Context: an optimization exercise on an open-source flow, tuned for small area, a short achievable clock period and few clock cycles. The choices shown serve that exercise and are no tape-out recipe. In this exercise RTL edits were held to simulation tests only and were not proved equivalent to the original.

--- design/flow/standard.sh ---
#!/bin/bash
# synth_recipe.tcl (not shown) runs the flow's synth.tcl, then flattens the netlist and writes it again
# the make line also repeats each setting of config.mk as NAME=value (left out here)
make -C /OpenROAD-flow-scripts/flow DESIGN_CONFIG=/design/flow/config.mk WORK_HOME=/design/flow/orfs CLKGATE_MAP_FILE= SYNTH_SCRIPT=/design/flow/synth_recipe.tcl "${@:-finish}"
--- design/flow/design.v ---
module rasterizer #(
    parameter COORD_W = 12,       
    parameter ATTR_W = 24,        
    parameter NUM_ATTR = 2,       
    parameter SUBPIX_BITS = 4     
) (
    input logic clk,
    input logic rst_n,
    input logic prim_valid,
    output logic prim_ready,
    input logic [COORD_W-1:0] v0_x, v0_y,   
    input logic [COORD_W-1:0] v1_x, v1_y,   
    input logic [COORD_W-1:0] v2_x, v2_y,   
    input logic [COORD_W-1:0] v0_z, v0_w,   
    input logic [COORD_W-1:0] v1_z, v1_w,
    input logic [COORD_W-1:0] v2_z, v2_w,
    input logic [NUM_ATTR*ATTR_W-1:0] v0_attr,
    input logic [NUM_ATTR*ATTR_W-1:0] v1_attr,
    input logic [NUM_ATTR*ATTR_W-1:0] v2_attr,
    output logic frag_valid,
    input logic frag_ready,
    output logic [COORD_W-1:0] frag_x, frag_y,
    output logic [COORD_W-1:0] frag_z,
    output logic [NUM_ATTR*ATTR_W-1:0] frag_attr,
    input logic [COORD_W-1:0] vp_x, vp_y, vp_w, vp_h,
    input logic [COORD_W-1:0] sc_x, sc_y, sc_w, sc_h,
    output logic [31:0] perf_prims_in,
    output logic [31:0] perf_frags_out,
    output logic [31:0] perf_pixels_covered
);
    function automatic [2:0] bdec(input [2:0] b);
        case (b)
            3'b001, 3'b010: bdec = 3'b001;
            3'b011:         bdec = 3'b010;
            3'b100:         bdec = 3'b110;
            3'b101, 3'b110: bdec = 3'b101;
            default:        bdec = 3'b000;
        endcase
    endfunction
    function automatic [25:0] bt26(input [2:0] d, input [25:0] m);
        logic [25:0] mag;
        mag = d[1] ? {m[24:0], 1'b0} : (d[0] ? m : 26'd0);
        bt26 = d[2] ? ~mag : mag;
    endfunction
    function automatic [23:0] bt24(input [2:0] d, input [23:0] m);
        logic [23:0] mag;
        mag = d[1] ? {m[22:0], 1'b0} : (d[0] ? m : 24'd0);
        bt24 = d[2] ? ~mag : mag;
    endfunction
    function automatic [2:0] nd13(input [12:0] v);
        logic [2:0] n;
        n = 3'd7;
        for (int k = 6; k >= 1; k--) begin
            if ((v[12:0] >> (2*k-1)) == 13'd0 || (v[12:0] >> (2*k-1)) == (13'h1fff >> (2*k-1)))
                n = 3'(k);
        end
        nd13 = n;
    endfunction
    function automatic [3:0] nd26(input [25:0] v);
        logic [3:0] n;
        n = 4'd13;
        for (int k = 12; k >= 1; k--) begin
            if ((v >> (2*k-1)) == 26'd0 || (v >> (2*k-1)) == (26'h3ffffff >> (2*k-1)))
                n = 4'(k);
        end
        nd26 = n;
    endfunction
    function automatic [2:0] max3(input [2:0] a, input [2:0] b, input [2:0] c);
        logic [2:0] m;
        m = (a > b) ? a : b;
        max3 = (m > c) ? m : c;
    endfunction
    logic l_full;
    logic [2:0][11:0] lx, ly, lz, lw;
    logic [2:0][1:0][23:0] lA;
    logic [11:0] lsx, lsy, lsw, lsh;
    logic s1_last;
    logic npr_q;
    wire pr_q = ~npr_q;
    logic pr_port;
    assign prim_ready = pr_port;
    always_ff @(posedge clk) begin
        if (pr_q) begin
            lx <= {v2_x, v1_x, v0_x};
            ly <= {v2_y, v1_y, v0_y};
            lz <= {v2_z, v1_z, v0_z};
            lw <= {v2_w, v1_w, v0_w};
            lA <= {v2_attr, v1_attr, v0_attr};
            lsx <= sc_x;
            lsy <= sc_y;
            lsw <= sc_w;
            lsh <= sc_h;
        end
    end
    always_ff @(posedge clk or negedge rst_n) begin
        if (!rst_n) begin
            l_full <= 1'b0;
            perf_prims_in <= '0;
        end else if (pr_q) begin
            l_full <= prim_valid;
            if (prim_valid) perf_prims_in <= perf_prims_in + 32'd1;
        end
    end
    logic g_full;
    logic [2:0] s1_cnt;
    wire s1_go = l_full & ~g_full;
    assign s1_last = s1_go & (s1_cnt == 3'd6);
    wire s1_first = (s1_cnt == 3'd0);
    wire [2:0] s1_j = 3'd6 - s1_cnt;
    logic [2:0][12:0] la, lb;
    always_comb begin
        la[0] = {1'b0, ly[1]} - {1'b0, ly[2]};
        la[1] = {1'b0, ly[2]} - {1'b0, ly[0]};
        la[2] = {1'b0, ly[0]} - {1'b0, ly[1]};
        lb[0] = {1'b0, lx[2]} - {1'b0, lx[1]};
        lb[1] = {1'b0, lx[0]} - {1'b0, lx[2]};
        lb[2] = {1'b0, lx[1]} - {1'b0, lx[0]};
    end
    logic [2:0][23:0] gz;           
    logic [2:0][1:0][25:0] ga;      
    logic [25:0] gS;                
    logic [2:0][14:0] s1_wx;
    logic [2:0][2:0] s1_d;
    logic [14:0] s1_b2x, s1_b1x;
    logic [2:0] s1_d2, s1_d1, s1_d1n;
    always_comb begin
        for (int k = 0; k < 3; k++) begin
            s1_wx[k] = {2'b00, lw[k], 1'b0};
            s1_d[k] = bdec(s1_wx[k][2*s1_j +: 3]);
        end
        s1_b2x = {lb[2][12], lb[2], 1'b0};
        s1_b1x = {lb[1][12], lb[1], 1'b0};
        s1_d2 = bdec(s1_b2x[2*s1_j +: 3]);
        s1_d1 = bdec(s1_b1x[2*s1_j +: 3]);
        s1_d1n = {~s1_d1[2] & (s1_d1[1] | s1_d1[0]), s1_d1[1], s1_d1[0]};
    end
    wire [25:0] gS_n = (s1_first ? 26'd0 : {gS[23:0], 2'b00}) +
                       bt26(s1_d2, {{13{la[1][12]}}, la[1]}) + {25'd0, s1_d2[2]} +
                       bt26(s1_d1n, {{13{la[2][12]}}, la[2]}) + {25'd0, s1_d1n[2]};
    always_ff @(posedge clk) begin
        if (s1_go) begin
            for (int k = 0; k < 3; k++) begin
                gz[k] <= (s1_first ? 24'd0 : {gz[k][21:0], 2'b00}) +
                         bt24(s1_d[k], {12'd0, lz[k]}) + {23'd0, s1_d[k][2]};
                for (int i = 0; i < 2; i++)
                    ga[k][i] <= (s1_first ? 26'd0 : {ga[k][i][23:0], 2'b00}) +
                                bt26(s1_d[k], {2'b00, lA[k][i]}) + {25'd0, s1_d[k][2]};
            end
            gS <= gS_n;
        end
    end
    wire l_full_n = pr_q ? prim_valid : l_full;
    wire g_full_n = s1_last | (g_full & ~s2_last);
    wire [2:0] s1_cnt_n = s1_go ? (s1_last ? 3'd0 : s1_cnt + 3'd1) : s1_cnt;
    wire pr_n = ~l_full_n | (~g_full_n & (s1_cnt_n == 3'd6));
    always_ff @(posedge clk or negedge rst_n) begin
        if (!rst_n) s1_cnt <= 3'd0;
        else if (s1_go) s1_cnt <= s1_last ? 3'd0 : s1_cnt + 3'd1;
    end
    logic [2:0][12:0] g_a, g_b;
    logic [2:0][11:0] g_w;
    logic [2:0][1:0][1:0] g_a3;
    logic [1:0] g_t;
    logic [11:0] g_xt, g_yt, g_minx, g_maxx, g_miny, g_maxy;
    logic g_extok, g_empty;
    logic [2:0] g_nx, g_ny;
    logic [3:0] g_nxy, g_ns, g_tot;
    logic g_skip, g_fast;
    logic [1:0] c_t;
    logic [11:0] c_xt, c_yt, c_mnx, c_mxx, c_mny, c_mxy;
    logic [11:0] c_minx, c_maxx, c_miny, c_maxy, c_sxe, c_sye, c_dx, c_dy;
    logic [23:0] k0, k1, k2;
    always_comb begin
        k0 = {ly[0], lx[0]};
        k1 = {ly[1], lx[1]};
        k2 = {ly[2], lx[2]};
        if (k0 <= k1) c_t = (k0 <= k2) ? 2'd0 : 2'd2;
        else          c_t = (k1 <= k2) ? 2'd1 : 2'd2;
        c_xt = lx[c_t];
        c_yt = ly[c_t];
        c_mnx = (lx[0] < lx[1]) ? ((lx[0] < lx[2]) ? lx[0] : lx[2]) : ((lx[1] < lx[2]) ? lx[1] : lx[2]);
        c_mny = (ly[0] < ly[1]) ? ((ly[0] < ly[2]) ? ly[0] : ly[2]) : ((ly[1] < ly[2]) ? ly[1] : ly[2]);
        c_mxx = (lx[0] > lx[1]) ? ((lx[0] > lx[2]) ? lx[0] : lx[2]) : ((lx[1] > lx[2]) ? lx[1] : lx[2]);
        c_mxy = (ly[0] > ly[1]) ? ((ly[0] > ly[2]) ? ly[0] : ly[2]) : ((ly[1] > ly[2]) ? ly[1] : ly[2]);
        c_sxe = lsx + lsw;
        c_sye = lsy + lsh;
        c_minx = (c_mnx < lsx) ? lsx : c_mnx;
        c_miny = (c_mny < lsy) ? lsy : c_mny;
        c_maxx = (c_mxx > c_sxe) ? c_sxe : c_mxx;
        c_maxy = (c_mxy > c_sye) ? c_sye : c_mxy;
        c_dx = c_mxx - c_mnx;
        c_dy = c_mxy - c_mny;
    end
    always_ff @(posedge clk) begin
        if (s1_go && s1_first) begin
            g_a <= la;
            g_b <= lb;
            g_w <= lw;
            for (int k = 0; k < 3; k++)
                for (int i = 0; i < 2; i++)
                    g_a3[k][i] <= lA[k][i][1:0];
            g_t <= c_t;
            g_xt <= c_xt;
            g_yt <= c_yt;
            g_minx <= c_minx;
            g_maxx <= c_maxx;
            g_miny <= c_miny;
            g_maxy <= c_maxy;
            g_extok <= ~c_dx[11] & ~c_dy[11];
            g_empty <= (c_minx > c_maxx) | (c_miny > c_maxy);
            g_nx <= c_nx;
            g_ny <= c_ny;
            g_nxy <= {1'b0, c_nx} + {1'b0, c_ny};
        end
        if (s1_last) begin
            g_ns <= c_ns;
            g_tot <= c_skip ? 4'd1 : ((g_nxy > c_ns) ? g_nxy : c_ns);
            g_skip <= c_skip;
            g_fast <= ~g_empty & g_extok & ~gS_n[25];
        end
    end
    wire [2:0] c_nx = max3(nd13(la[0]), nd13(la[1]), nd13(la[2]));
    wire [2:0] c_ny = max3(nd13(lb[0]), nd13(lb[1]), nd13(lb[2]));
    wire [3:0] c_ns = nd26(gS_n);
    wire c_skip = g_empty | (g_extok & gS_n[25]);
    localparam [1:0] BK_FREE = 2'd0, BK_FULL = 2'd1, BK_TUSE = 2'd2, BK_TDONE = 2'd3;
    localparam [1:0] M_SKIP = 2'd0, M_FAST = 2'd1, M_SLOW = 2'd2;
    logic [1:0][1:0] bk_st;
    logic wsel, start_full;
    logic [4:0] s2_cnt;
    wire s2_go = g_full & (bk_st[wsel] == BK_FREE) & ~start_full;
    logic [1:0][2:0][12:0] bk_ex;
    logic [1:0][2:0][25:0] bk_Bx;
    logic [1:0][23:0] bk_Zx;
    logic [1:0][1:0][25:0] bk_Lx;
    logic [1:0][23:0] bk_S;
    logic [1:0][11:0] bk_minx, bk_maxx, bk_maxy;
    logic [1:0][2:0][1:0][1:0] bk_a3;
    logic [1:0][1:0] bk_mode;
    logic [25:0] st_B;
    logic [23:0] st_Z;
    logic [1:0][25:0] st_L;
    logic [1:0] st_t;
    logic [11:0] st_xt, st_yt, st_miny, st_tgt;
    logic [2:0][12:0] st_ey;
    logic [2:0][25:0] xy_B;
    logic [23:0] xy_Z;
    logic [1:0][25:0] xy_L;
    wire s2_skip = g_skip;
    wire s2_fast = g_fast;
    wire [2:0] s2_nx = g_nx;
    wire [2:0] s2_ny = g_ny;
    wire [3:0] s2_nxy = g_nxy;
    wire [3:0] s2_ns = g_ns;
    wire [3:0] s2_tot = g_tot;
    wire s2_last = s2_go & (s2_cnt == {1'b0, s2_tot - 4'd1});
    wire s2_phx = (s2_cnt < {2'b00, s2_nx});
    wire s2_xend = (s2_cnt == {2'b00, s2_nx - 3'd1});
    logic [2:0][25:0] xyn_B;
    logic [23:0] xyn_Z;
    logic [1:0][25:0] xyn_L;
    logic [3:0] xy_j;
    logic xy_first;
    logic [2:0][2:0] xy_d;
    logic [2:0][14:0] xy_mx;
    always_comb begin
        xy_j = s2_phx ? ({1'b0, s2_nx} - 4'd1 - s2_cnt[3:0]) : (s2_nxy - 4'd1 - s2_cnt[3:0]);
        xy_first = (s2_cnt == 5'd0) | (s2_cnt == {2'b00, s2_nx});
        for (int k = 0; k < 3; k++) begin
            xy_mx[k] = s2_phx ? {g_a[k][12], g_a[k], 1'b0} : {g_b[k][12], g_b[k], 1'b0};
            xy_d[k] = bdec(xy_mx[k][2*xy_j[2:0] +: 3]);
            xyn_B[k] = (xy_first ? 26'd0 : {xy_B[k][23:0], 2'b00}) +
                       bt26(xy_d[k], {14'd0, g_w[k]}) + {25'd0, xy_d[k][2]};
        end
        xyn_Z = (xy_first ? 24'd0 : {xy_Z[21:0], 2'b00}) +
                bt24(xy_d[0], gz[0]) + bt24(xy_d[1], gz[1]) + bt24(xy_d[2], gz[2]) +
                {23'd0, xy_d[0][2]} + {23'd0, xy_d[1][2]} + {23'd0, xy_d[2][2]};
        for (int i = 0; i < 2; i++)
            xyn_L[i] = (xy_first ? 26'd0 : {xy_L[i][23:0], 2'b00}) +
                       bt26(xy_d[0], ga[0][i]) + bt26(xy_d[1], ga[1][i]) + bt26(xy_d[2], ga[2][i]) +
                       {25'd0, xy_d[0][2]} + {25'd0, xy_d[1][2]} + {25'd0, xy_d[2][2]};
    end
    logic [25:0] stn_B;
    logic [23:0] stn_Z;
    logic [1:0][25:0] stn_L;
    wire s2_sact = (s2_cnt < {1'b0, s2_ns});
    logic [3:0] st_j;
    logic [26:0] st_sx;
    logic [2:0] st_d;
    logic st_first;
    always_comb begin
        st_j = s2_ns - 4'd1 - s2_cnt[3:0];
        st_sx = {gS, 1'b0};
        st_d = bdec(st_sx[2*st_j +: 3]);
        st_first = (s2_cnt == 5'd0);
        stn_B = (st_first ? 26'd0 : {st_B[23:0], 2'b00}) + bt26(st_d, {14'd0, g_w[g_t]}) + {25'd0, st_d[2]};
        stn_Z = (st_first ? 24'd0 : {st_Z[21:0], 2'b00}) + bt24(st_d, gz[g_t]) + {23'd0, st_d[2]};
        for (int i = 0; i < 2; i++)
            stn_L[i] = (st_first ? 26'd0 : {st_L[i][23:0], 2'b00}) + bt26(st_d, ga[g_t][i]) + {25'd0, st_d[2]};
    end
    always_ff @(posedge clk) begin
        if (s2_go) begin
            if (s2_cnt < {1'b0, s2_nxy}) begin
                xy_B <= xyn_B;
                xy_Z <= xyn_Z;
                xy_L <= xyn_L;
            end
            if (s2_xend) begin
                bk_Bx[wsel] <= xyn_B;
                bk_Zx[wsel] <= xyn_Z;
                bk_Lx[wsel] <= xyn_L;
            end
            if (s2_sact) begin
                st_B <= stn_B;
                st_Z <= stn_Z;
                st_L <= stn_L;
            end
            if (s2_last) begin
                bk_ex[wsel] <= g_a;
                st_ey <= g_b;
                bk_S[wsel] <= gS[23:0];
                bk_minx[wsel] <= g_minx;
                bk_maxx[wsel] <= g_maxx;
                bk_maxy[wsel] <= g_maxy;
                bk_a3[wsel] <= g_a3;
                bk_mode[wsel] <= s2_skip ? M_SKIP : (s2_fast ? M_FAST : M_SLOW);
                st_t <= g_t;
                st_xt <= g_xt;
                st_yt <= g_yt;
                st_miny <= g_miny;
                st_tgt <= ~s2_fast ? g_minx :
                          (g_xt < g_minx) ? g_minx : ((g_xt > g_maxx) ? g_maxx : g_xt);
            end
        end
    end
    logic t_act, t_rows, tsel;
    logic [1:0] t_dir;                  
    logic [11:0] t_x, t_y, t_miny, t_tgt;
    logic [2:0][23:0] t_e;
    logic [2:0][25:0] t_B;
    logic [23:0] t_Z;
    logic [1:0][25:0] t_L;
    logic e_act, e_tag;
    logic e_free;
    wire e_adv;
    wire [2:0][12:0] tp_ex = bk_ex[tsel];
    logic [2:0][12:0] tp_ey;
    logic [2:0][25:0] t_By;
    logic [23:0] t_Zy;
    logic [1:0][25:0] t_Ly;
    wire [11:0] tp_minx = bk_minx[tsel];
    wire [11:0] tp_maxx = bk_maxx[tsel];
    wire [11:0] tp_maxy = bk_maxy[tsel];
    wire tp_slow = (bk_mode[tsel] == M_SLOW);
    logic [2:0][23:0] t_exs, t_eys;
    always_comb begin
        for (int k = 0; k < 3; k++) begin
            t_exs[k] = {{11{tp_ex[k][12]}}, tp_ex[k]};
            t_eys[k] = {{11{tp_ey[k][12]}}, tp_ey[k]};
        end
    end
    logic t_cov0, t_covL, t_needR, t_needL, t_needX;
    logic [2:0][23:0] el;
    always_comb begin
        t_cov0 = ~(t_e[0][23] | t_e[1][23] | t_e[2][23]);
        for (int k = 0; k < 3; k++) el[k] = t_e[k] - t_exs[k];
        t_covL = (t_x != tp_minx) & ~(el[0][23] | el[1][23] | el[2][23]);
        t_needR = 1'b0; t_needL = 1'b0; t_needX = 1'b0;
        for (int k = 0; k < 3; k++) begin
            if (t_e[k][23]) begin
                if (tp_ex[k][12]) t_needL = 1'b1;
                else if (tp_ex[k] != 13'd0) t_needR = 1'b1;
                else t_needX = 1'b1;
            end
        end
    end
    wire t_at_tgt = (t_y == t_miny) & (t_x == t_tgt);
    wire t_in_rows = t_rows | t_at_tgt;
    wire t_last_row = (t_y == tp_maxy);
    wire t_found = t_in_rows & (tp_slow | (t_cov0 & ~t_covL));
    wire t_offer = t_act & t_found;
    wire t_take = t_offer & e_adv & e_free;
    wire t_empty = t_needX | (t_needR & t_needL) |
                   (t_needR & ((t_x == tp_maxx) | (t_dir == 2'd2))) |
                   (t_needL & ((t_x == tp_minx) | (t_dir == 2'd1)));
    localparam [2:0] OP_HOLD = 3'd0, OP_DX = 3'd1, OP_NDX = 3'd2, OP_DY = 3'd3;
    logic [2:0] t_op;
    logic [1:0] t_dir_n;
    logic t_move, t_fin;
    always_comb begin
        t_op = OP_HOLD;
        t_dir_n = t_dir;
        t_move = 1'b0;
        t_fin = 1'b0;
        if (!t_in_rows) begin
            if (t_y != t_miny) t_op = OP_DY;
            else if (t_x < t_tgt) t_op = OP_DX;
            else t_op = OP_NDX;
            t_move = t_act;
        end else if (t_found) begin
            t_op = OP_DY;
            if (t_take) begin
                t_dir_n = 2'd0;
                if (t_last_row) t_fin = 1'b1;
                else t_move = 1'b1;
            end
        end else if (t_cov0) begin
            t_op = OP_NDX; t_dir_n = 2'd2; t_move = t_act;
        end else if (t_empty) begin
            t_op = OP_DY; t_dir_n = 2'd0;
            if (t_last_row) t_fin = t_act;
            else t_move = t_act;
        end else if (t_needR) begin
            t_op = OP_DX; t_dir_n = 2'd1; t_move = t_act;
        end else begin
            t_op = OP_NDX; t_dir_n = 2'd2; t_move = t_act;
        end
    end
    wire t_ldsel = t_act ? ~tsel : tsel;
    wire t_ld = (~t_act | t_fin) & start_full & (bk_st[t_ldsel] == BK_FULL);
    wire t_ld_skip = (bk_mode[t_ldsel] == M_SKIP);
    logic [2:0][23:0] t_en;
    logic [2:0][25:0] t_Bn;
    logic [23:0] t_Zn;
    logic [1:0][25:0] t_Ln;
    wire t_inv = (t_op == OP_NDX);
    wire t_useY = (t_op == OP_DY);
    logic [2:0][23:0] t_de;
    logic [2:0][25:0] t_db;
    logic [23:0] t_dz;
    logic [1:0][25:0] t_dl;
    always_comb begin
        for (int k = 0; k < 3; k++) begin
            t_de[k] = t_useY ? t_eys[k] : t_exs[k];
            t_db[k] = t_useY ? t_By[k] : bk_Bx[tsel][k];
            t_en[k] = t_e[k] + (t_inv ? ~t_de[k] : t_de[k]) + {23'd0, t_inv};
            t_Bn[k] = t_B[k] + (t_inv ? ~t_db[k] : t_db[k]) + {25'd0, t_inv};
        end
        t_dz = t_useY ? t_Zy : bk_Zx[tsel];
        t_Zn = t_Z + (t_inv ? ~t_dz : t_dz) + {23'd0, t_inv};
        for (int i = 0; i < 2; i++) begin
            t_dl[i] = t_useY ? t_Ly[i] : bk_Lx[tsel][i];
            t_Ln[i] = t_L[i] + (t_inv ? ~t_dl[i] : t_dl[i]) + {25'd0, t_inv};
        end
    end
    always_ff @(posedge clk) begin
        if (t_ld && !t_ld_skip) begin
            t_x <= st_xt;
            t_y <= st_yt;
            t_miny <= st_miny;
            t_tgt <= st_tgt;
            for (int k = 0; k < 3; k++) begin
                t_e[k] <= (st_t == 2'(k)) ? bk_S[t_ldsel] : 24'd0;
                t_B[k] <= (st_t == 2'(k)) ? st_B : 26'd0;
            end
            t_Z <= st_Z;
            t_L <= st_L;
            tp_ey <= st_ey;
            t_By <= xy_B;
            t_Zy <= xy_Z;
            t_Ly <= xy_L;
        end else if (t_move) begin
            t_e <= t_en;
            t_B <= t_Bn;
            t_Z <= t_Zn;
            t_L <= t_Ln;
            if (t_op == OP_DX) t_x <= t_x + 12'd1;
            if (t_op == OP_NDX) t_x <= t_x - 12'd1;
            if (t_op == OP_DY) t_y <= t_y + 12'd1;
        end
    end
    always_ff @(posedge clk or negedge rst_n) begin
        if (!rst_n) begin
            t_act <= 1'b0;
            t_rows <= 1'b0;
            t_dir <= 2'd0;
            tsel <= 1'b0;
        end else begin
            if (t_ld) begin
                t_act <= ~t_ld_skip;
                t_rows <= 1'b0;
                t_dir <= 2'd0;
                tsel <= t_ld_skip ? ~t_ldsel : t_ldsel;
            end else if (t_fin) begin
                t_act <= 1'b0;
                tsel <= ~tsel;
            end else if (t_act) begin
                if (t_in_rows) t_rows <= 1'b1;
                t_dir <= t_dir_n;
            end
        end
    end
    always_ff @(posedge clk or negedge rst_n) begin
        if (!rst_n) begin
            g_full <= 1'b0;
            npr_q <= 1'b0;
            pr_port <= 1'b1;
            s2_cnt <= 5'd0;
            wsel <= 1'b0;
            start_full <= 1'b0;
            bk_st <= '0;
        end else begin
            if (s1_last) g_full <= 1'b1;
            else if (s2_last) g_full <= 1'b0;
            npr_q <= ~pr_n;
            pr_port <= pr_n;
            if (s2_go) s2_cnt <= s2_last ? 5'd0 : s2_cnt + 5'd1;
            if (s2_last) wsel <= ~wsel;
            if (s2_last) start_full <= 1'b1;
            else if (t_ld) start_full <= 1'b0;
            for (int b = 0; b < 2; b++) begin
                if (s2_last && wsel == 1'(b)) bk_st[b] <= BK_FULL;
                else if (t_ld && t_ldsel == 1'(b)) bk_st[b] <= t_ld_skip ? BK_FREE : BK_TUSE;
                else if (t_fin && tsel == 1'(b)) bk_st[b] <= BK_TDONE;
                else if (bk_st[b] == BK_TDONE && !(e_act && e_tag == 1'(b))) bk_st[b] <= BK_FREE;
            end
        end
    end
    logic [11:0] e_x, e_y;
    logic [2:0][23:0] e_e;
    logic [2:0][25:0] e_B;
    logic [23:0] e_Z;
    logic [1:0][25:0] e_L;
    logic skid_v;
    assign e_adv = ~skid_v;
    wire [11:0] ep_maxx = bk_maxx[e_tag];
    wire ep_slow = (bk_mode[e_tag] == M_SLOW);
    logic [2:0][23:0] e_en;
    logic [2:0][25:0] e_Bn;
    logic [23:0] e_Zn;
    logic [1:0][25:0] e_Ln;
    logic e_cov, e_covN, e_cont, e_emit;
    logic [1:0][9:0] e_attr;
    logic [1:0][1:0] e_corr;
    always_comb begin
        for (int k = 0; k < 3; k++) begin
            e_en[k] = e_e[k] + {{11{bk_ex[e_tag][k][12]}}, bk_ex[e_tag][k]};
            e_Bn[k] = e_B[k] + bk_Bx[e_tag][k];
        end
        e_Zn = e_Z + bk_Zx[e_tag];
        for (int i = 0; i < 2; i++) e_Ln[i] = e_L[i] + bk_Lx[e_tag][i];
        e_cov = ~(e_e[0][23] | e_e[1][23] | e_e[2][23]);
        e_covN = ~(e_en[0][23] | e_en[1][23] | e_en[2][23]);
        e_cont = e_act & (e_x != ep_maxx) & (ep_slow | e_covN);
        e_emit = e_act & e_cov;
        e_free = ~e_cont;
        for (int i = 0; i < 2; i++) begin
            e_corr[i] = 2'(bk_a3[e_tag][0][i] * e_B[0][25:24]) +
                        2'(bk_a3[e_tag][1][i] * e_B[1][25:24]) +
                        2'(bk_a3[e_tag][2][i] * e_B[2][25:24]);
            e_attr[i] = {e_L[i][25:24] - e_corr[i], e_L[i][23:16]};
        end
    end
    always_ff @(posedge clk) begin
        if (e_adv) begin
            if (e_cont) begin
                e_x <= e_x + 12'd1;
                e_e <= e_en;
                e_B <= e_Bn;
                e_Z <= e_Zn;
                e_L <= e_Ln;
            end else if (t_offer) begin
                e_x <= t_x;
                e_y <= t_y;
                e_e <= t_e;
                e_B <= t_B;
                e_Z <= t_Z;
                e_L <= t_L;
            end
        end
    end
    always_ff @(posedge clk or negedge rst_n) begin
        if (!rst_n) begin
            e_act <= 1'b0;
            e_tag <= 1'b0;
            perf_pixels_covered <= '0;
        end else if (e_adv) begin
            if (!e_cont) begin
                e_act <= t_offer;
                if (t_offer) e_tag <= tsel;
            end
            if (e_emit) perf_pixels_covered <= perf_pixels_covered + 32'd1;
        end
    end
    localparam int NST = 7;
    localparam int B1 = 18, B2 = 14, B3 = 11, B4 = 8, B5 = 6, B6 = 4, B7 = 2;
    logic [NST:1] dv;
    logic [NST:1][11:0] dx, dy, dq;
    logic [NST:1][1:0][9:0] da;
    logic [NST:1][23:0] dR, dS;
    wire [23:0] rr [0:24];
    wire [23:0] qq;
    wire [NST:0][23:0] stS;
    assign stS[0] = bk_S[e_tag];
    genvar gk;
    generate
        for (gk = 1; gk <= NST; gk++) begin : sts
            assign stS[gk] = dS[gk];
        end
    endgenerate
    function automatic int stage_of(input int r);
        if (r >= B1) stage_of = 0;
        else if (r >= B2) stage_of = 1;
        else if (r >= B3) stage_of = 2;
        else if (r >= B4) stage_of = 3;
        else if (r >= B5) stage_of = 4;
        else if (r >= B6) stage_of = 5;
        else if (r >= B7) stage_of = 6;
        else stage_of = 7;
    endfunction
    genvar gi;
    generate
        for (gi = 23; gi >= 0; gi--) begin : divrow
            localparam int W = 24 - gi;
            localparam int ST = stage_of(gi);
            localparam bit FIRST = (gi == 23) || (stage_of(gi + 1) != ST);
            wire [23:0] rin;
            if (gi == 23) begin : ri0
                assign rin = e_Z;
            end else if (FIRST) begin : rir
                assign rin = dR[ST];
            end else begin : rip
                assign rin = rr[gi + 1];
            end
            wire [23:0] sv = stS[ST];
            wire [W:0] df = {1'b0, rin[23:gi]} - {1'b0, sv[W-1:0]};
            wire big;
            wire q;
            if (gi == 0) begin : nb
                assign big = 1'b0;
            end else begin : hb
                assign big = |sv[23:W];
            end
            assign q = ~big & ~df[W];
            if (gi == 0) begin : r0
                assign rr[gi] = q ? df[W-1:0] : rin;
            end else begin : rn
                assign rr[gi] = q ? {df[W-1:0], rin[gi-1:0]} : rin;
            end
            assign qq[gi] = q;
        end
    endgenerate
    localparam logic [11:0] QM2 = 12'h800;    
    localparam logic [11:0] QM3 = 12'h700;    
    localparam logic [11:0] QM4 = 12'h0c0;    
    localparam logic [11:0] QM5 = 12'h030;    
    localparam logic [11:0] QM6 = 12'h00c;    
    localparam logic [11:0] QM7 = 12'h003;    
    always_ff @(posedge clk) begin
        if (e_adv) begin
            dx[1] <= e_x;
            dy[1] <= e_y;
            da[1] <= e_attr;
            dR[1] <= rr[B1];
            dS[1] <= bk_S[e_tag];
            dq[1] <= 12'd0;
            dx[2] <= dx[1]; dy[2] <= dy[1]; da[2] <= da[1]; dS[2] <= dS[1];
            dR[2] <= rr[B2]; dq[2] <= dq[1];
            dx[3] <= dx[2]; dy[3] <= dy[2]; da[3] <= da[2]; dS[3] <= dS[2];
            dR[3] <= rr[B3]; dq[3] <= dq[2] | (qq[11:0] & QM2);
            dx[4] <= dx[3]; dy[4] <= dy[3]; da[4] <= da[3]; dS[4] <= dS[3];
            dR[4] <= rr[B4]; dq[4] <= dq[3] | (qq[11:0] & QM3);
            dx[5] <= dx[4]; dy[5] <= dy[4]; da[5] <= da[4]; dS[5] <= dS[4];
            dR[5] <= rr[B5]; dq[5] <= dq[4] | (qq[11:0] & QM4);
            dx[6] <= dx[5]; dy[6] <= dy[5]; da[6] <= da[5]; dS[6] <= dS[5];
            dR[6] <= rr[B6]; dq[6] <= dq[5] | (qq[11:0] & QM5);
            dx[7] <= dx[6]; dy[7] <= dy[6]; da[7] <= da[6]; dS[7] <= dS[6];
            dR[7] <= rr[B7]; dq[7] <= dq[6] | (qq[11:0] & QM6);
        end
    end
    always_ff @(posedge clk or negedge rst_n) begin
        if (!rst_n) dv <= '0;
        else if (e_adv) dv <= {dv[NST-1:1], e_emit};
    end
    wire [11:0] dqf = dq[NST] | (qq[11:0] & QM7);
    wire [11:0] dz = (dS[NST] == 24'd0) ? 12'd0 : dqf;
    wire d_last_v = dv[NST];
    wire [11:0] d_last_x = dx[NST];
    wire [11:0] d_last_y = dy[NST];
    wire [1:0][9:0] d_last_a = da[NST];
    logic [11:0] sk_x, sk_y, sk_z;
    logic [1:0][9:0] sk_a;
    logic [1:0][9:0] o_a;
    wire push = d_last_v & e_adv;
    wire out_rdy = ~frag_valid | frag_ready;
    always_ff @(posedge clk) begin
        if (out_rdy) begin
            if (skid_v) begin
                frag_x <= sk_x; frag_y <= sk_y; frag_z <= sk_z; o_a <= sk_a;
            end else begin
                frag_x <= d_last_x; frag_y <= d_last_y; frag_z <= dz; o_a <= d_last_a;
            end
        end else if (push) begin
            sk_x <= d_last_x; sk_y <= d_last_y; sk_z <= dz; sk_a <= d_last_a;
        end
    end
    always_ff @(posedge clk or negedge rst_n) begin
        if (!rst_n) begin
            frag_valid <= 1'b0;
            skid_v <= 1'b0;
            perf_frags_out <= '0;
        end else begin
            if (out_rdy) begin
                frag_valid <= skid_v | push;
                skid_v <= 1'b0;
            end else if (push) begin
                skid_v <= 1'b1;
            end
            if (frag_valid && frag_ready) perf_frags_out <= perf_frags_out + 32'd1;
        end
    end
    assign frag_attr = {14'd0, o_a[1], 14'd0, o_a[0]};
endmodule
--- design/flow/constraint.sdc ---
create_clock -name core_clock -period 55.0 [get_ports {clk}]
set_input_delay 11.0000 -clock core_clock [delete_from_list [all_inputs] [get_ports {clk}]]
set_output_delay 11.0000 -clock core_clock [all_outputs]
set_load 0.01 [all_outputs]
--- design/flow/config.mk ---
export PLATFORM = sky130hd
export DESIGN_NAME = rasterizer
export DESIGN_NICKNAME = rasterizer
export VERILOG_FILES = /design/flow/design.v
export SDC_FILE = /design/flow/constraint.sdc
export NUM_CORES = 8
export LEC_CHECK = 0
export CAP_MARGIN = 20
export CORE_MARGIN = 2
export CORE_UTILIZATION = 45
export PLACE_DENSITY = 0.6
export SLEW_MARGIN = 20
--- design/flow/flow/run.sh ---
#!/bin/bash
set -uo pipefail
export BUFFER_PORTS_ARGS="-buffer_cell sky130_fd_sc_hd__buf_4"
R=orfs/results/sky130hd/rasterizer/base

bash standard.sh > standard_flow.log 2>&1
st=$?

antenna_nets() {
    printf 'read_db %s\ncheck_antennas\n' "$R/6_final.odb" > check_antennas.tcl
    openroad -no_init -exit check_antennas.tcl > check_antennas.log 2>&1
    grep -c "Found [1-9][0-9]* net violations" check_antennas.log
}

for dens in 0.58 0.62 0.56; do
    if [[ $st -eq 0 && -f $R/6_final.odb ]] && [[ $(antenna_nets) -eq 0 ]]; then
        break
    fi
    echo "retrying place and route with PLACE_DENSITY=$dens" >> standard_flow_retry.log
    bash standard.sh clean_place clean_cts clean_route clean_finish >> standard_flow_retry.log 2>&1
    rm -f out/final.def
    bash standard.sh PLACE_DENSITY=$dens finish >> standard_flow_retry.log 2>&1
    st=$?
done
exit $st
==> run summary <==
## logic make-up (layout without fill, tap and decap cells)
family	after synthesis	in the layout	share of synthesized area, %
buf+inv	1934	2617	3.52
xor+xnor	1803	1803	7.47
flops	3320	3320	46.8
mux	1093	1093	5.59
other cells	1	40	0.00177
compound gates	4597	4597	13.6
fa+ha+maj	1842	1842	11.7
simple gates	4936	4936	11.4
## final timing paths
path | from | end | depth (start not counted)
min reg2reg | da[27]$_DFFE_PN_ | da[47]$_DFFE_PN_ | 0
max | pr_port$_DFF_PN1_ | prim_ready | 1
min in group asynchronous | rst_n | perf_frags_out[0]$_DFFE_PN0P_ | 1
max reg2reg | lx[1]$_DFFE_PN_ | g_tot[0]$_SDFFCE_PP1P_ | 48
min | da[27]$_DFFE_PN_ | da[47]$_DFFE_PN_ | 0
max in group asynchronous | rst_n | e_tag$_DFFE_PN0P_ | 2
## synthesized netlist by cell type (46+ instances only)
library cell / instances
inv_1: 1217
a211oi_1: 221
clkbuf_1: 551
and3_1: 309
a221o_1: 46
nor3_1: 458
o211ai_1: 47
a22oi_1: 92
o22ai_1: 247
mux2i_1: 578
o21a_1: 120
nand2b_1: 193
nand4_1: 114
nor2b_1: 200
fa_1: 224
o31ai_1: 107
nand3_1: 289
mux2_2: 491
o21bai_1: 235
o21ai_0: 1125
a21oi_1: 1342
buf_1: 91
a221oi_1: 90
and2_1: 666
a21o_1: 293
xnor2_1: 1436
a21boi_0: 114
a31oi_1: 136
nand2_1: 1174
dfrtp_1: 129
nor4_1: 81
nor2_1: 1232
xor2_1: 364
or3_1: 77
ha_1: 1618
edfxtp_1: 3190
## layout make-up
| class | count | area share, % |
|---|---|---|
| multi-input combinational | 14300 | 45.0 |
| inverter | 1220 | 1.97 |
| sequential | 3320 | 42.1 |
| clock buffer | 440 | 4.16 |
| clock inverter | 239 | 1.00 |
| tap | 6198 | 3.30 |
| antenna | 12 | 0.0128 |
| timing repair buffer | 718 | 2.37 |
## metal layers
layer / track usage, % / vias up / routed length [µm]
met5: 0 / - / 36
met4: 7.05 / 6 / 17800
met3: 3.60 / 756 / 46600
met2: 36.3 / 5233 / 252000
met1: 37.0 / 73300 / 283000
li1: - / 72300 / -
==> flow_summary.json <==
{
  "post_cts.repair.setup_buffers": 0,
  "report.final.setup_viol": 0,
  "signed_area_change_from_the_synthesized_netlist_to_the_final_layout_pct": 11.0,
  "clk-insertion-delay-late_ns": 1.02,
  "initial_antenna_violation_count": 35,
  "wire_per_inst_um": 22.7,
  "number_of_max_slew_violations_in_the_final_report": 0,
  "seqCellArea_mm2": 0.0991,
  "layout.cells.most_common_list": "3190 x edfxtp_1, 1615 x ha_1, 1433 x xnor2_1, 1334 x a21oi_1, 1215 x nor2_1",
  "run_status": "finished clean",
  "timing.final.hold_violations": 0,
  "post-place-ws_ns": 41.63,
  "detail_route.vias_per_cell": 5.73,
  "grtUsageTotal_pct": 24.5,
  "path_buf_inv": 1,
  "worstPathRequired_ns": 44.00,
  "synth_edf_count": 3190,
  "drc_errors_left": 0,
  "cts-hold-fix-buffers": 0,
  "nNetsFinal": 22200,
  "clk_path_buf_depth": 4,
  "numCtsBuffers": 376,
  "initial_core_util_pct": 45.2,
  "layout_setup_ws_ns": 42.30,
  "drive_gt1_share_pct": 9.79,
  "num_io_pins": 570,
  "via_count_of_the_first_global_routing_pass": 143000,
  "synth-warning-count": 1,
  "fraction_of_the_cycle_the_final_worst_path_needs_pct": 23.1,
  "totalNegativeSetupSlack_ns": 0,
  "worstPathArrival_ns": 1.70,
  "worst_setup_path_start_kind": "flip-flop",
  "ctsResizeCount": 0,
  "finish.cell_count_without_fillers": 26400,
  "dr_total_vias": 152000,
  "synthArstFlopShare_pct": 3.92,
  "place.detailed.instances": 25800,
  "yosys.area.top_type_share_pct": 45.2,
  "grt_start_max_net_pins": 200,
  "netlist_area_before_placement_mm2": 0.212,
  "critical_path.top_delay_family": "flip-flops",
  "std_cell_rows": 251,
  "fin_worst_skew_ns": 0.0926,
  "synth-seq-area-share_pct": 46.8,
  "die_h_um": 690,
  "worst_path_largest_cell_delay_ns": 0.57,
  "drt.antenna.violating_nets": 0,
  "portBuffers": 493,
  "residual_overflow_from_global_routing": 0,
  "max_clock_freq_mhz": 78.8,
  "drt_first_pass_iters": 6,
  "hold-worst-slack_ns": 0.411,
  "floorplan.die_area_mm2": 0.476,
  "cts.htree.levels": 5,
  "worst_setup_path_end_kind": "primary output",
  "period_needed_ns": 12.70,
  "critPathMaxFanout": 1,
  "cts_root_buf": "clkbuf_16",
  "setup_cp_type": "flip-flop to primary output",
  "max_capacitance_violation_total": 0,
  "synthesis.instances": 19500,
  "hold_path.class": "flip-flop to flip-flop",
  "drt_first_iter_violations": 15000,
  "die-width_um": 690,
  "r2r_setup_slack_ns": 42.60,
  "final_core_util_pct": 50.2,
  "worstPathCellList": "buf_4",
  "postSynthRegisterBits": 3320,
  "slew-limit-headroom_pct": 17.9,
  "setup_repair_after_global_routing_missed_its_margin": "no",
  "core_mm2": 0.468,
  "worst_setup_hold_path_clk_slew_ns": 0.06,
  "synth_top_cells_by_area": "edfxtp_1 45%, ha_1 9.6%, xnor2_1 5.9%, a21oi_1 3.2%, mux2i_1 2.7%",
  "gpl.final_weighted_congestion": 0.945,
  "detailedPlacementHpwl_um": 446000,
  "synth-main-ff-cell": "edfxtp_1",
  "multi_input_comb_area_mm2": 0.106,
  "fillCellCount": 41900,
  "wl_um": 600000,
  "num_clock_sinks": 3320,
  "final_design_area_no_fill_mm2": 0.235,
  "placedInstanceArea_mm2": 0.223,
  "netlist-cell-type-count": 109,
  "tightest_slew_ns": 1.22,
  "netlist.top_cell.by_area": "edfxtp_1",
  "wire_length_of_the_first_global_routing_pass_um": 893000,
  "leading_cell_type_in_the_layout_fill_and_taps_excluded": "edfxtp_1",
  "syn-mean-instance-area_um2": 10.8,
  "tritoncts_clock_tree": "built",
  "worst_path_max_delay_cell": "dfstp_2"
}
Testbench counts, summed over its fixed seeds: cycles 5,912.

[static timing again, ports no longer ideal]
The flow's constraints put no driver on any port. The routed layout listed below was extracted and timed again, unchanged, in two steps.
Step 1 (the two cells are an assumption about what drives the block):
set clk [get_ports {clk}]
set_driving_cell -lib_cell sky130_fd_sc_hd__clkbuf_16 $clk
set_driving_cell -lib_cell sky130_fd_sc_hd__buf_2 [delete_from_list [all_inputs] $clk]
Step 2 adds t to the input delays and takes it off the output delays; t is the mean of the earliest and latest rising clock arrival at the registers after step 1. Input paths then give back, and output paths get back, about the clock's delay inside the block.
a / b / c = no drivers / after step 1 / after step 2; a / b = the first two.
t (ns): 1.115
setup slack, ns: 42.304 / 42.168 / 41.665
worst slew at a driven data input, ns: 0.10
After both steps setup and hold are still met in this run. For this run, drivers alone change the setup slack by -0.136 ns; drivers and shift together by -0.639 ns.
